From an optimization exercise on the open Yosys and OpenROAD flow, aimed at small area; shortcuts taken in it are not production practice. The RTL was checked by simulation tests, not by an equivalence proof against the original design. No activity file was given, so power comes from the tool's default toggle rates.

## design/flow/config.mk

```make
export PLATFORM = sky130hd
export DESIGN_NAME = topmodule
export DESIGN_NICKNAME = topmodule
export VERILOG_FILES = /design/flow/design.v
export SDC_FILE = /design/flow/constraint.sdc
export NUM_CORES = 4
export LEC_CHECK = 0
export ABC_AREA = 1
export CAP_MARGIN = 20
export CORE_MARGIN = 2
export CORE_UTILIZATION = 70
export CTS_BUF_LIST = sky130_fd_sc_hd__clkbuf_8
export SLEW_MARGIN = 20
```

## design/flow/constraint.sdc

```tcl
create_clock -name core_clock -period 32.0 [get_ports {clk}]
set_input_delay 6.4000 -clock core_clock [delete_from_list [all_inputs] [get_ports {clk}]]
set_output_delay 6.4000 -clock core_clock [all_outputs]
set_load 0.01 [all_outputs]
```

## design/flow/design.v

```verilog
module topmodule( input clk,
input rst,
output [3:0] anode,
output [7:0] cathode,
input B1, B2, B3, B4,
input [4:0] operation);
reg  [3:0] idx;
reg  [1:0] wr;
reg  [1:0] s;
wire [1:0] w = {~wr[1], wr[0]};
wire last = idx[3] & idx[0];
wire tick = last & w[1] & w[0];
always @(posedge clk or posedge rst)
  if (rst) begin
    idx <= 4'd0;
    wr  <= 2'd0;
    s   <= 2'd0;
  end else begin
    idx <= last ? 4'd0 : idx + 4'd1;
    if (last) begin
      wr[0] <= ~wr[0];
      wr[1] <= wr[1] ^ wr[0];
    end
    if (tick) s <= s + 2'd1;
  end
assign anode = (s == 2'd0) ? 4'b1110 :
               (s == 2'd1) ? 4'b1101 :
               (s == 2'd2) ? 4'b1011 : 4'b0111;
reg [3:0] pb0, pb1, e1, e2, e3;
reg [3:0] dg1, dg2, dg3, dg4;
wire [3:0] btn = {B4, B3, B2, B1};
function [3:0] step;
  input [3:0] x;
  input       en;
  step = en ? ((x == 4'd9) ? 4'd0 : x + 4'd1) : x;
endfunction
always @(posedge clk or posedge rst)
  if (rst) begin
    pb0 <= 4'd0; pb1 <= 4'd0;
    e1 <= 4'd0; e2 <= 4'd0; e3 <= 4'd0;
    dg1 <= 4'd0; dg2 <= 4'd0; dg3 <= 4'd0; dg4 <= 4'd0;
  end else if (tick) begin
    pb0 <= btn;
    pb1 <= pb0;
    e1  <= pb0 & ~pb1;
    e2  <= e1;
    e3  <= e2;
    dg1 <= step(dg1, e3[0]);
    dg2 <= step(dg2, e3[1]);
    dg3 <= step(dg3, e3[2]);
    dg4 <= step(dg4, e3[3]);
  end
reg [2:0] opc;
always @(posedge clk)
  if (tick)
    opc <= operation[0] ? 3'd0 : operation[1] ? 3'd1 : operation[2] ? 3'd2 :
           operation[3] ? 3'd3 : 3'd4;
wire op_add = (opc == 3'd0);
wire op_sub = (opc == 3'd1);
wire op_mul = (opc == 3'd2);
wire op_div = (opc == 3'd3);
wire op_non = opc[2];
wire [3:0] a = dg1, b = dg2, c = dg3, d = dg4;
wire gt = {c, d} > {a, b};           
wire [1:0] p = {~s[1], s[0]};        
reg  [11:0] pr;
wire [3:0] P0 = pr[3:0], P1 = pr[7:4], P2 = pr[11:8];
wire st0 = (w == 2'd0) & (idx == 4'd0);
wire st1 = (w == 2'd0) & (idx == 4'd1);
wire ltd = idx < d;
wire ltc = idx < c;
wire cz  = (c == 4'd0);
wire dz  = (d == 4'd0);
reg       act;      
reg       sm;       
reg       tryc;     
reg       inc;      
reg [1:0] ys;       
reg       sh;       
always @* begin
  act = 1'b0; sm = 1'b0; tryc = 1'b0; inc = 1'b0; ys = 2'd0; sh = 1'b0;
  if (op_add) begin
    if (p != 2'd3) begin
      if (st0) begin act = 1'b1; ys = 2'd0; inc = 1'b1; end
      if (st1) begin act = 1'b1; ys = 2'd1; inc = 1'b1; end
    end
    if (w == 2'd2 && idx == 4'd0 && p != 2'd0) sh = 1'b1;
    if (w == 2'd2 && idx == 4'd1 && p[1]) sh = 1'b1;
  end else if (op_sub) begin
    if (!p[1]) begin
      if (st0) begin act = 1'b1; ys = gt ? 2'd1 : 2'd0; end
      if (st1) begin act = 1'b1; ys = gt ? 2'd0 : 2'd1; sm = 1'b1; end
    end
    if (w == 2'd2 && idx == 4'd0 && p[0]) sh = 1'b1;
  end else if (op_mul) begin
    if (w == 2'd0 && ltd) begin act = 1'b1; ys = 2'd0; inc = 1'b1; end
    if (w == 2'd0 && idx == 4'd9 && p != 2'd0) sh = 1'b1;
    if (w == 2'd1 && ltc && p != 2'd0) begin act = 1'b1; ys = 2'd0; inc = 1'b1; end
    if (w == 2'd2 && idx == 4'd0 && p[1]) sh = 1'b1;
    if (w == 2'd2 && idx == 4'd1 && p == 2'd3) sh = 1'b1;
  end else if (op_div) begin
    if (!p[1]) begin
      if (st0) begin act = 1'b1; ys = 2'd0; end
      if (w == 2'd0 && idx != 4'd0 && cz && !dz) begin
        act = 1'b1; ys = 2'd2; sm = 1'b1; tryc = 1'b1; inc = (p == 2'd1);
      end
      if (w == 2'd1 && idx != 4'd9 && !(cz && dz)) begin
        act = 1'b1; ys = 2'd1; sm = 1'b1; tryc = 1'b1; inc = (p == 2'd0);
      end
      if (w == 2'd2 && idx < 4'd2) sh = 1'b1;
    end
  end else begin
    if (st0) begin act = 1'b1; ys = p[1] ? 2'd0 : 2'd1; end
    if (w == 2'd2 && idx == 4'd0 && p[0]) sh = 1'b1;
  end
end
wire [7:0] y  = (ys == 2'd0) ? {a, b} : (ys == 2'd1) ? {c, d} : {d, 4'd0};
function [3:0] nine;
  input [3:0] x;
  nine = 4'd9 - x;
endfunction
wire [3:0] y0 = sm ? nine(y[3:0]) : y[3:0];
wire [3:0] y1 = sm ? nine(y[7:4]) : y[7:4];
function [4:0] bcdadd;
  input [3:0] x, z;
  input       ci;
  reg   [4:0] t;
  begin
    t = x + z + ci;
    bcdadd = (t > 5'd9) ? {1'b1, t[3:0] + 4'd6} : {1'b0, t[3:0]};
  end
endfunction
wire [4:0] s0 = bcdadd(P0, y0, sm);
wire [4:0] s1 = bcdadd(P1, y1, s0[4]);
wire       co = s1[4];
wire       commit = act & (~tryc | co);
always @(posedge clk)
  if (tick)
    pr <= 12'd0;
  else if (sh)
    pr <= {4'd0, P2, P1};
  else if (commit)
    pr <= {(inc & co) ? ((P2 == 4'd9) ? 4'd0 : P2 + 4'd1) : P2, s1[3:0], s0[3:0]};
reg [3:0] nx, cd;
reg       cf;
always @(posedge clk)
  if (tick) begin
    nx <= P0;
    cd <= nx;
    cf <= (s == 2'd2) ? (op_sub & gt) : ~op_non;
  end
reg [6:0] seg;
always @* begin
  if (s == 2'd3 && cf) seg = 7'b1111110;
  else case (cd)
    4'd0: seg = 7'b0000001;
    4'd1: seg = 7'b1001111;
    4'd2: seg = 7'b0010010;
    4'd3: seg = 7'b0000110;
    4'd4: seg = 7'b1001100;
    4'd5: seg = 7'b0100100;
    4'd6: seg = 7'b0100000;
    4'd7: seg = 7'b0001111;
    4'd8: seg = 7'b0000000;
    4'd9: seg = 7'b0000100;
    default: seg = 7'bxxxxxxx;
  endcase
end
assign cathode = {(s == 2'd2) ? cf : 1'b1, seg};
endmodule
```

## design/flow/run.sh

```bash
#!/bin/bash
# synth_recipe.tcl (not shown) runs the flow's synth.tcl, then flattens the netlist and writes it again
# the make line also repeats each setting of config.mk as NAME=value (left out here)
make -C /OpenROAD-flow-scripts/flow DESIGN_CONFIG=/design/flow/config.mk WORK_HOME=/design/flow/orfs CLKGATE_MAP_FILE= SYNTH_SCRIPT=/design/flow/synth_recipe.tcl finish
```

==> notes.md, run 1 <==
Outcome: no timing/DRC/antenna violations
Period utilisation layout: 26.4%
CTS Hold Bufs: 0
# diodes: 0
Power Dens Cells: 33.2 nW/um^2
Setup-failing EPs final: 0
Maximum fanout along the worst path: 5
Met1 GRT Util: 36.3%
Hold Fails Final Rpt: 0
First-pass GRT wire length: 16,600 microns
TritonCTS clock tree: yes
Largest family of logic cells by synthesized area: simple AND/OR/NAND/NOR gates
Total track usage: 28.8%
Clock buffer depth: 2
Antenna-violating nets left: 0
Via count: 3,800
Post-synth ARST share: 58.7%
Synth Cell Area: 4600 sq um
Initial antenna violation count: 0
Die width: 85.1 microns
Vias in the first global route: 3,765
Synth Net Count: 628
Starting density of the core: 72.5%
IO Count: 23
Met3 Use GR: 4.09%
Fill count: 449
Worst vdd ir: 0.0298 mV
Clk Latency, worst-skew pair: 0.35 ns
Final wirelength: 9590 microns
Critical path type: register to output pin
Finished Core Util: 80.0%
Via density: 5.59
Yosys warns: 1
Row cnt: 29
Largest net degree at the start of global routing: 49
Core area: 6350 sq um
GRT Max-Usage Layer: met2
Post-synthesis simple-gate area fraction: 23.3%
Final Max Tran Viols: 0
Fmax: 0.118 GHz
Reg2Reg Setup Slack: 24.91 ns
Hold Path Class: register to register
Routability cong.: 0.943
CTS Root Cell: clkbuf_8
Number of synthesized flops with an enable pin: 12
Leakage power: 2.48 nW
HPWL Detailed: 7080 microns
Dpl ws: 23.92 ns
Multi-input combinational cell area: 2390 sq um
Post-Synth XOR/XNOR Area: 3.04%
Worst Setup End Kind: output pin
Area growth syn-to-layout: 10.3%
Post-synthesis sequential area ratio: 40.0%
Max Cap Viol: 0
PortBufs: 21
GR Layer Usage met2: 49.9%
Die H: 85.1 microns
DRC violations left: 0
Synth cell types: 45
Final Hold Slack: 0.461 ns
CTS sink cnt: 75
Post-CTS setup buffers: 0
RSZ-0062 raised after global routing: no
Syn_area_per_cell: 8.06 sq um
Post-synthesis instance total: 571
DRT Pass-1 Iters: 4
Final Power: 0.168 mW
Arrival @ worst endpoint: 2.06 ns
Gr ovfl total: 0
Htree depth: 3
Tightest Pin Transition: 0.766 ns
Reg clk slew, reported paths: 0.08 ns
Initial DRC Count: 182
Synth Area in Adders: 13.0%
Total CTS buffers: 9
Compound-Gate Fraction of Synth Area: 12.0%
Relative slew slack: 48.9%
Yosys reg bits: 75
TNS Setup: 0 ns
Multiplexer area fraction after synthesis: 0.435%
Worst Path Required: 25.60 ns
Clock Skew: 0.0106 ns
Prevailing post-synth register cell: dfrtp_1
Min Tclk post-route: 8.46 ns
Layout net count: 655
Share of post-route cells with drive strength above 1: 9.95%
Worst setup margin: 23.54 ns
Post_cts resized: 0
Die ar.: 7240 sq um
DR WL/cell: 14.1 microns
Reg area: 1840 sq um
Critical Path Source Type: register
## worst max-delay path, stage by stage (launching register included)
cell	delay (ns)
dfrtp_1	0.44
inv_1	0.16
ha_1	0.23
inv_1	0.11
or2_2	0.29
clkdlybuf4s50_1	0.48
## path summary, 6_finish.rpt
| path | cells past startpoint | to | startpoint |
|---|---|---|---|
| max | 5 | cathode[7] | s[0]$_DFFE_PP0P_ |
| min | 0 | cd[1]$_DFFE_PP_ | nx[1]$_DFFE_PP_ |
| max reg2reg | 40 | pr[2]$_SDFFE_PP0P_ | idx[1]$_DFF_PP0_ |
| min reg2reg | 0 | cd[1]$_DFFE_PP_ | nx[1]$_DFFE_PP_ |
| max in group asynchronous | 3 | e3[1]$_DFFE_PP0P_ | rst |
| min in group asynchronous | 3 | e3[0]$_DFFE_PP0P_ | rst |
## metrics by stage
stage,cells,area [sq um]
2_1_floorplan,571,4600
3_3_place_gp,664,4900
3_5_place_dp,664,4900
4_1_cts,680,5080
5_1_grt,680,5080
6_report,680,5080
## layout make-up
class | instances | share of cell area [%]
clock buffers | 9 | 2.44
inverters | 93 | 6.87
well taps | 77 | 1.90
clock inverters | 7 | 1.01
repair buffers | 23 | 4.43
flip-flops and latches | 75 | 36.3
multi-input cells | 396 | 47.1
## cells in the mapped netlist, types with 3 or more instances
cell	number	area, sq um
nand3_1	30	150
a21oi_1	27	135
edfxtp_1	12	360
o21ai_2	3	26.3
ha_1	43	538
xnor2_1	5	43.8
o211ai_1	3	22.5
inv_2	9	33.8
nor4_1	3	18.8
nand2_2	6	37.5
or2_2	9	56.3
nand2_1	133	499
o21ai_0	25	125
a31oi_1	6	37.5
nor2_2	3	18.8
dfxtp_1	19	380
o22ai_1	12	75.1
nand4_1	6	37.5
nand2_4	3	33.8
inv_1	83	312
xor2_1	11	96.3
nor2_1	33	124
clkbuf_1	7	26.3
fa_1	3	60.1
dfrtp_1	44	1100
nor3_1	7	35.0
## power by group
part | internal, mW | switching [mW]
combinational | 0.00205 | 0.00277
clock | 0.0285 | 0.0381
sequential | 0.0967 | 0.000333
## layer usage
metal  part of all wire, %  wire (microns)
met1                    44            4180
met3                   3.5             339
met4                   2.2             212
met5                     0               0
met2                    51            4860
## logic make-up after synthesis
| family | after synthesis |
|---|---|
| AO/OA/AOI/OAI | 92 |
| XOR/XNOR | 16 |
| adder cells (fa/ha/maj) | 46 |
| buffers and inverters | 100 |
| flip-flops | 75 |
| multiplexers | 2 |
| AND/OR/NAND/NOR | 240 |
## flip-flops by register name, summed over array words and instances (netlist names), named ones only
register / cells
dg2: 4
s: 2
idx: 4
e2: 4
e3: 4
pr: 12
e1: 4
dg3: 4
cd: 4
nx: 4
pb0: 4
dg1: 4
dg4: 4
opc: 3
cf: 1
wr: 2
pb1: 4
## cell usage in the layout, fill, tap and decap left out, types with 3 or more instances in the layout
cell type	synthesis	final
clkbuf_8	0	9
o21ai_0	25	25
nor4_1	3	3
xor2_1	11	11
a21oi_1	27	27
nand2_1	133	133
nor2_2	3	3
or2_2	9	9
xnor2_1	5	5
o21ai_2	3	3
nor2_1	33	33
nor3_2	2	3
o22ai_1	12	12
inv_1	83	83
nor3_1	7	6
o211ai_1	3	3
clkdlybuf4s50_1	0	21
fa_1	3	3
a31oi_1	6	6
nand2_4	3	3
dfxtp_1	19	19
dfrtp_1	44	44
ha_1	43	43
nand3_1	30	30
inv_2	9	9
edfxtp_1	12	12
nand2_2	6	6
nand4_1	6	6
==> run 2: changes to the inputs <==
--- a/design/flow/config.mk
+++ b/design/flow/config.mk
@@ -9,5 +9,4 @@
 export CAP_MARGIN = 20
 export CORE_MARGIN = 2
-export CORE_UTILIZATION = 70
-export CTS_BUF_LIST = sky130_fd_sc_hd__clkbuf_8
+export CORE_UTILIZATION = 40
 export SLEW_MARGIN = 20
==> run 2 against run 1 <==
  * Register-to-register slack hardly changed
  * Clock skew is 0.0045 ns lower
  * Highest routed layer unchanged
  * Largest power group is now the clock network
  * Non-clock buffer count stayed put
  * Combinational power is 1% lower
  * Critical endpoint unchanged
  * First-iteration DRC count is 16% lower
  * Critical path type unchanged
==> notes.md, run 2 <==
Outcome: no timing/DRC/antenna violations
Initial DRC Count: 152 (-16%)
Net Sw Power: 0.0459 mW (+11%)
Area growth syn-to-layout: 15.0%
Logic gate share of total power: 2.3% (-0.6 points)
Maximum fanout along the worst path: 5 (unchanged)
Final wirelength: 9470 microns (-1.3%)
Critical Path Source Type: register
# diodes: 0 (unchanged)
Die width: 111 microns (+31%)
CTS Hold Bufs: 0 (unchanged)
Post-CTS setup buffers: 0 (unchanged)
Synth Cell Area: 4600 sq um (unchanged)
Total track usage: 16.4% (-12 points)
Top-area cell type share of the netlist area: 23.9% (unchanged)
WL met3: 388 microns (+14%)
Arrival @ worst endpoint: 2.02 ns (-0.04 ns)
Leakage power: 2.54 nW (+2.4%)
Layout net count: 655 (unchanged)
Syn_area_per_cell: 8.06 sq um (unchanged)
Finished Core Util: 46.8% (-33 points)
Gr ovfl total: 0 (unchanged)
Top reg by flops: pr
TNS Setup: 0 ns (unchanged)
Antenna-violating nets left: 0 (unchanged)
Top post-synthesis cells by area: dfrtp_1 (24%), ha_1 (12%), nand2_1 (11%), dfxtp_1 (8.3%), edfxtp_1 (7.8%)
IO Count: 23 (unchanged)
Share of post-route cells with drive strength above 1: 9.95% (unchanged)
DRT Pass-1 Iters: 5 (+1)
Via density: 5.01 (-10%)
Yosys warns: 1 (unchanged)
Routability cong.: 0.843 (-11%)
First-pass GRT wire length: 16,600 microns (about the same)
Clk Latency, worst-skew pair: 0.34 ns (about the same)
Critical path type: register to output pin
Number of synthesized flops with an enable pin: 12 (unchanged)
Post_cts resized: 0 (unchanged)
Final Max Tran Viols: 0 (unchanged)
Number of flip-flops under the largest register name: 12 (unchanged)
Final Hold Slack: 0.452 ns (-0.00906 ns)
PortBufs: 21 (unchanged)
Post-synthesis sequential area ratio: 40.0% (unchanged)
Worst vdd ir: 0.0255 mV (-15%)
Commonest non-fill, non-tap cell in the layout: nand2_1
Met1 Wirelength: 4240 microns (+1.4%)
Highest routed layer: met4
Worst Path Required: 25.60 ns (about the same)
Clock Skew: 0.00607 ns (-0.00453 ns)
Yosys reg bits: 75 (unchanged)
Max Cap Viol: 0 (unchanged)
Setup-failing EPs final: 0 (unchanged)
Core area: 11,300 sq um (+78%)
Initial antenna violation count: 0 (unchanged)
List of most frequent post-synthesis cells: nand2_1 (133), inv_1 (83), dfrtp_1 (44)
Sw Share: 22.2% (-2.2 points)
Htree depth: 3 (unchanged)
Largest net degree at the start of global routing: 49 (unchanged)
Register share of total power: 47.1% (-11 points)
RSZ-0062 raised after global routing: no
Starting density of the core: 40.7% (-32 points)
Min Tclk post-route: 8.42 ns (-0.0418 ns)
CTS Root Cell: clkbuf_16
Synth cell types: 45 (unchanged)
CTS sink cnt: 75 (unchanged)
Prevailing post-synth register cell: dfrtp_1
Hold Fails Final Rpt: 0 (unchanged)
TritonCTS clock tree: yes
Int Pwr: 0.161 mW (+26%)
Relative slew slack: 43.5% (-5.3 points)
DRC violations left: 0 (unchanged)
Clk network pwr share: 50.6% (+11 points)
Die H: 111 microns (+31%)
Period utilisation layout: 26.3% (-0.13 points)
Synth Net Count: 628 (unchanged)
Die ar.: 12,400 sq um (+71%)
Total CTS buffers: 9 (unchanged)
Reg clk slew, reported paths: 0.06 ns (-0.02 ns)
Post-synthesis instance total: 571 (unchanged)
Clock buffer depth: 2 (unchanged)
Power Dens Cells: 39.0 nW/um^2 (+18%)
Post-synth ARST share: 58.7% (unchanged)
Vias in the first global route: 3,697 (-1.8%)
DR WL/cell: 12.7 microns (-10%)
HPWL Detailed: 6910 microns (-2.3%)
Top-count cell post-synth: nand2_1
Dominant cell type by area after synthesis: dfrtp_1
Via count: 3,740 (-1.6%)
Hold Path Class: register to register
Worst Setup End Kind: output pin
Met2 WL: 4670 microns (-3.9%)
Tightest Pin Transition: 0.846 ns (+0.0800 ns)
Fmax: 0.119 GHz (+0.50%)
Row cnt: 39 (+34%)
Most frequent cells in the layout: nand2_1 (133), inv_1 (82), dfrtp_1 (44)
==> run 2: logic make-up after synthesis <==
logic type               after synthesis  share of synthesized area [%]
AO/OA/AOI/OAI                         92                           12.0
buffers and inverters                100                           8.15
XOR/XNOR                              16                           3.04
flip-flops                            75                           40.0
adder cells (fa/ha/maj)               46                           13.0
AND/OR/NAND/NOR                      240                           23.3
multiplexers                           2                          0.435
==> run 2: final cells by class <==
cell class / instances / area (sq um)
clock buffer: 9 / 225
clock inverter: 7 / 81.3
fill: 1126 / 6030
inverter: 93 / 349
multi-input combinational: 396 / 2390
sequential: 75 / 1840
tap: 143 / 179
timing repair buffer: 23 / 225
==> run 2: worst max-delay path, cell delays in order (launching register included) <==
cell and delay, ns:
dfrtp_1 0.44, inv_1 0.15, ha_1 0.23, inv_1 0.12, or2_2 0.28, clkdlybuf4s50_1 0.47
==> run 2: per-stage QoR <==
stage               total power, mW  instances  setup WS, ns  instance area [sq um]
floorplan                     0.102        571         24.53                   4600
global placement              0.104        730         23.95                   4990
detailed placement            0.104        730         23.95                   4990
CTS                           0.210        746         23.57                   5290
global route                  0.215        746         23.49                   5290
finish                        0.207        746         23.58                   5290
==> run 2: path summary, 6_finish.rpt <==
path	slack [ns]	cells past startpoint	startpoint	end
worst min-delay path	0.45	0	nx[0]$_DFFE_PP_	cd[0]$_DFFE_PP_
min in group asynchronous	6.50	3	rst	pb1[2]$_DFFE_PP0P_
max in group asynchronous	25.12	3	rst	s[0]$_DFFE_PP0P_
worst max-delay path	23.58	5	s[0]$_DFFE_PP0P_	cathode[7]
worst min register to register	0.45	0	nx[0]$_DFFE_PP_	cd[0]$_DFFE_PP_
worst max register to register	24.91	40	idx[1]$_DFF_PP0_	pr[3]$_SDFFE_PP0P_
==> run 2: power by group through the flow <==
stage	Clock (mW)	Combinational [mW]	Sequential [mW]
after global placement	0	0.00475	0.0991
after floorplan	0	0.00287	0.0990
after CTS	0.108	0.00491	0.0972
after global routing	0.112	0.00554	0.0972
final	0.105	0.00476	0.0972
after detailed placement	0	0.00488	0.0991
==> run 2: per-layer routing <==
| layer | track usage (%) | vias to the layer above |
|---|---|---|
| met3 | 3.44 | 13 |
| met1 | 19.7 | 1750 |
| met2 | 28.8 | 68 |
| met4 | 6.42 | 0 |
| met5 | 0 | - |
| li1 | - | 1909 |

what the ideal ports hide:
No port has a modelled driver above. Below, the same layouts with a new extraction and two added sets of constraints. Step 1: set_driving_cell puts a clkbuf_16 on clk and a buf_2 on each other input, an assumption about the parent block. Step 2 times the ports against the registers' clock, not the clock port: input delays grow and output delays shrink by t, the midpoint of the rising clock arrivals with the driver on. Slacks: no drivers / after step 1 / after step 2; pairs: no drivers / after step 1.
run | t (ns) | setup WS [ns] | hold WS [ns] | slew at the worst register clock pin (ns) | worst data-port slew with drivers (ns)
run 1 | 0.382 | 23.537 / 23.504 / 23.886 | 0.461 / 0.461 / 0.461 | 0.09 / 0.09 | 0.03
run 2 | 0.373 | 23.579 / 23.541 / 23.915 | 0.452 / 0.452 / 0.452 | 0.06 / 0.06 | 0.03
After both steps setup and hold are still met in every run listed.
